This design comes from an exercise in tuning for small area and a short achievable clock period on the open sky130 flow, not from production work.
Only simulation tests tie the RTL to the original design; equivalence was not proved.

== red ==
## izhneuron_verilog
module izhneuron_verilog(clk, rst, en, WE, Addr, AER_BUS, Weight, spike_out);
Settings: LEC_CHECK=0, CAP_MARGIN=20, CORE_MARGIN=2, CORE_UTILIZATION=40, CTS_BUF_LIST=sky130_fd_sc_hd__clkbuf_4 sky130_fd_sc_hd__clkbuf_8, CTS_CLUSTER_SIZE=8, SLEW_MARGIN=20; clock period 21.0 ns.
standard.sh (not shown) runs the stock make flow with config.mk's settings and CLKGATE_MAP_FILE= SYNTH_SCRIPT=/design/flow/synth_recipe.tcl, a recipe that flattens the netlist after the stock synthesis.
==> flow/flow/run.sh <==
#!/bin/bash
set -e
cp standard.sh standard.sh.log
export SETUP_SLACK_MARGIN=${FLOW_SETUP_MARGIN:-12}
export BUFFER_PORTS_ARGS="-buffer_cell sky130_fd_sc_hd__buf_2"
bash standard.sh synth > synth.log 2>&1
R=orfs/results/sky130hd/izhneuron_verilog/base
cp $R/1_2_yosys.v yosys_netlist_before_polar.v.log
python3 flow/polar.py $R/1_2_yosys.v $R/1_2_yosys.polar.v > polar.log 2>&1
mv $R/1_2_yosys.polar.v $R/1_2_yosys.v
rm -f $R/1_synth.odb
bash standard.sh > standard.log 2>&1
Other scripts of this flow, unchanged in this note and not shown: flow/flow/polar.py
Input changes introduced in blue (baseline for comparison: red):
--- a/flow/config.mk
+++ b/flow/config.mk
@@ -8,6 +8,4 @@
 export CAP_MARGIN = 20
 export CORE_MARGIN = 2
-export CORE_UTILIZATION = 40
-export CTS_BUF_LIST = sky130_fd_sc_hd__clkbuf_4 sky130_fd_sc_hd__clkbuf_8
-export CTS_CLUSTER_SIZE = 8
+export CORE_UTILIZATION = 60
 export SLEW_MARGIN = 20
Notes after the runs:
Status | red and blue | clean
Looking at first-iteration DRC count across red and blue, the one that comes out lower is blue.
Floorplan core area: blue vs red down 7100 um2
Fraction of final layout cells sized beyond drive strength 1 of red is on par with blue.
A master of the slowest instance on the critical path of sky130_fd_sc_hd__buf_2 is what red shows, while sky130_fd_sc_hd__buf_12 belongs to blue.
The inputs of green differ from those of blue as listed below.
--- a/flow/config.mk
+++ b/flow/config.mk
@@ -8,4 +8,5 @@
 export CAP_MARGIN = 20
 export CORE_MARGIN = 2
-export CORE_UTILIZATION = 60
+export CORE_UTILIZATION = 40
+export PLACE_DENSITY = 0.5
 export SLEW_MARGIN = 20
## What came out
- Between blue and green, the clock latency at the later pin of the worst-skew pair does not differ in any meaningful way.
- Diff green and blue: global-route usage higher in blue
- Data arrival at the endpoint of the critical path: green lower than blue
- green vs. blue: die area climbed about 50%, maximum frequency climbed 0.34%, number of DRC markers in iteration 0 dropped 44%, diode insertion count for antenna repair barely changed.
Setup changes, green to orange
--- a/flow/config.mk
+++ b/flow/config.mk
@@ -9,4 +9,3 @@
 export CORE_MARGIN = 2
 export CORE_UTILIZATION = 40
-export PLACE_DENSITY = 0.5
 export SLEW_MARGIN = 20
### Flow results
- Going from green to orange, critical path depth shrinks by 1.
- Final critical path time including I/O delays and setup: orange better than green
- Routed wire length (orange over green): decrease, about 2%
- Placed instance area delta (green -> orange): insignificant
- Comparing orange and green, the lower setup slack is on green.
- The worst-case hold slack was comparable across orange and green.
- Compared orange vs green, and area added between synthesis and finish is down in orange.


Setup of run A:
Starting RTL as in the previous note.
==> flow/design.v (excerpt) <==
module izhneuron_verilog(clk, rst, en, WE, Addr, AER_BUS, Weight, spike_out);
input wire clk;
input wire rst;
input wire en;
input wire WE;
input wire [3:0] Addr;
input wire [3:0] AER_BUS;
input wire [10:0] Weight;
output wire spike_out;
reg [10:0] mem0, mem1, mem2, mem3;
reg [3:0] valid;                  
reg [10:0] wout, acc, I;
reg [13:0] N, t;              
wire sel0 = valid[0] & (AER_BUS == 4'd0);
wire sel1 = valid[1] & (AER_BUS == 4'd1);
wire sel2 = valid[2] & (AER_BUS == 4'd2);
wire sel3 = valid[3] & (AER_BUS == 4'd3);
wire [10:0] rdg = ({11{sel0}} & mem0) | ({11{sel1}} & mem1) | ({11{sel2}} & mem2) | ({11{sel3}} & mem3);
wire sm0 = acc[0] ^ wout[0];
wire sc0 = acc[0] & wout[0];
wire sm1 = acc[1] ^ wout[1] ^ sc0;
wire sc1 = (acc[1] & wout[1]) | (acc[1] & sc0) | (wout[1] & sc0);
wire sm2 = acc[2] ^ wout[2] ^ sc1;
wire sc2 = (acc[2] & wout[2]) | (acc[2] & sc1) | (wout[2] & sc1);
wire sm3 = acc[3] ^ wout[3] ^ sc2;
wire sc3 = (acc[3] & wout[3]) | (acc[3] & sc2) | (wout[3] & sc2);
wire sm4 = acc[4] ^ wout[4] ^ sc3;
wire sc4 = (acc[4] & wout[4]) | (acc[4] & sc3) | (wout[4] & sc3);
wire sm5 = acc[5] ^ wout[5] ^ sc4;
wire sc5 = (acc[5] & wout[5]) | (acc[5] & sc4) | (wout[5] & sc4);
wire sm6 = acc[6] ^ wout[6] ^ sc5;
wire sc6 = (acc[6] & wout[6]) | (acc[6] & sc5) | (wout[6] & sc5);
wire sm7 = acc[7] ^ wout[7] ^ sc6;
wire sc7 = (acc[7] & wout[7]) | (acc[7] & sc6) | (wout[7] & sc6);
wire sm8 = acc[8] ^ wout[8] ^ sc7;
wire sc8 = (acc[8] & wout[8]) | (acc[8] & sc7) | (wout[8] & sc7);
wire sm9 = acc[9] ^ wout[9] ^ sc8;
wire sc9 = (acc[9] & wout[9]) | (acc[9] & sc8) | (wout[9] & sc8);
wire sm10 = acc[10] ^ wout[10] ^ sc9;
wire sc10 = (acc[10] & wout[10]) | (acc[10] & sc9) | (wout[10] & sc9);
wire [10:0] sum = {sm10, sm9, sm8, sm7, sm6, sm5, sm4, sm3, sm2, sm1, sm0};
wire [10:0] I_next = en ? sum : I;
wire [10:0] In = {~I[10], I[9:0]};                              
  ...
Settings: LEC_CHECK=0, CAP_MARGIN=20, CORE_MARGIN=2, CORE_UTILIZATION=40, PLACE_DENSITY=0.75, SLEW_MARGIN=20; clock period 21.0 ns.
Scripts as last shown in full above: flow/flow/run.sh
Other scripts of this flow, unchanged in this note and not shown: flow/flow/polar.py
Per the final summary, run A finished and its layout is clean on timing, DRC and antenna.
Input changes introduced in run B (baseline for comparison: run A):
- clearing PLACE_DENSITY, which used to be 0.75
diff --git a/flow/flow/run.sh b/flow/flow/run.sh
--- a/flow/flow/run.sh
+++ b/flow/flow/run.sh
@@ -3,3 +3,3 @@
 cp standard.sh standard.sh.log
-export SETUP_SLACK_MARGIN=${FLOW_SETUP_MARGIN:-12}
+export SETUP_SLACK_MARGIN=${FLOW_SETUP_MARGIN:-11.9}
 export BUFFER_PORTS_ARGS="-buffer_cell sky130_fd_sc_hd__buf_2"
==> summary.txt <==
- Routed wire in run B totals less than in run A.
- Looking at run B and run A, the final cell utilization of the core is a wash.
- Looking at final cycle utilization of the critical path across run B and run A, the one that comes out higher is run B.
- Of run B and run A, the run reporting the higher smallest hold slack was run A.
- Higher final cell count without fillers goes to run B over run A.
- Between run B and run A, the difference in final-layout clock-cell area share is negligible.
- Average wire per cell in the routed design for run B: about 1.1% down relative to run A
- Run A tops out at a higher clock frequency than run B.
- Minimum clock period after layout in run B vs run A: up 0.12 ns
## Diff of input files: run C against run B
diff --git a/flow/flow/run.sh b/flow/flow/run.sh
--- a/flow/flow/run.sh
+++ b/flow/flow/run.sh
@@ -3,3 +3,3 @@
 cp standard.sh standard.sh.log
-export SETUP_SLACK_MARGIN=${FLOW_SETUP_MARGIN:-11.9}
+export SETUP_SLACK_MARGIN=${FLOW_SETUP_MARGIN:-11.8}
 export BUFFER_PORTS_ARGS="-buffer_cell sky130_fd_sc_hd__buf_2"
==> comparison <==
- Taking run B as the reference, in run C post-route worst setup slack essentially unchanged; slew at the pin closest to its max-slew limit shows a reduction of 0.028 ns; area growth from synthesis to final layout lost 1.6 points; CTS clock-pin slew for the worst setup and hold paths has remained practically unchanged; hold slack did not really move.
- On number of buffers outside the clock class in the layout: between run C and run B, it ends up higher for run B.
- Run C completed; timing, DRC and antenna clean

==> afterwards: timing with drivers on the ports <==
How much do the figures lean on ideal ports? The routed layouts below were timed once more, with nothing changed but the port constraints. Step 1: set_driving_cell puts a clkbuf_16 on clk and a buf_2 on each other input, an assumption about the parent block. Step 2, shift: input delay + t, output delay - t, t = (earliest + latest rising clock arrival at the registers) / 2. This alone moves slack from input paths to output paths. Three values: ideal ports, drivers, drivers and shift; two values: the first two.
| run | shift t [ns] | setup slack, ns | worst hold slack (ns) | worst setup path after step 2 | pins driven straight from the clock port |
|---|---|---|---|---|---|
| red | 0.420 | 12.190 / 12.165 / 12.082 | 0.479 / 0.479 / 0.479 | input to register | 1 |
| blue | 0.380 | 12.034 / 12.016 / 12.016 | 0.477 / 0.477 / 0.477 | input to output | 1 |
| green | 0.385 | 12.065 / 12.038 / 11.969 | 0.473 / 0.473 / 0.473 | input to register | 1 |
| orange | 0.395 | 12.183 / 12.162 / 12.089 | 0.471 / 0.471 / 0.471 | input to register | 1 |
| run A | 0.393 | 12.081 / 12.055 / 12.035 | 0.476 / 0.476 / 0.476 | input to register | 1 |
| run B | 0.397 | 11.956 / 11.932 / 11.932 | 0.467 / 0.467 / 0.467 | input to output | 1 |
| run C | 0.397 | 11.955 / 11.931 / 11.931 | 0.467 / 0.467 / 0.467 | input to output | 1 |
After both steps every run listed still meets setup and hold. For red, which loses most, drivers alone change the setup slack by -0.025 ns; drivers and shift together by -0.108 ns.
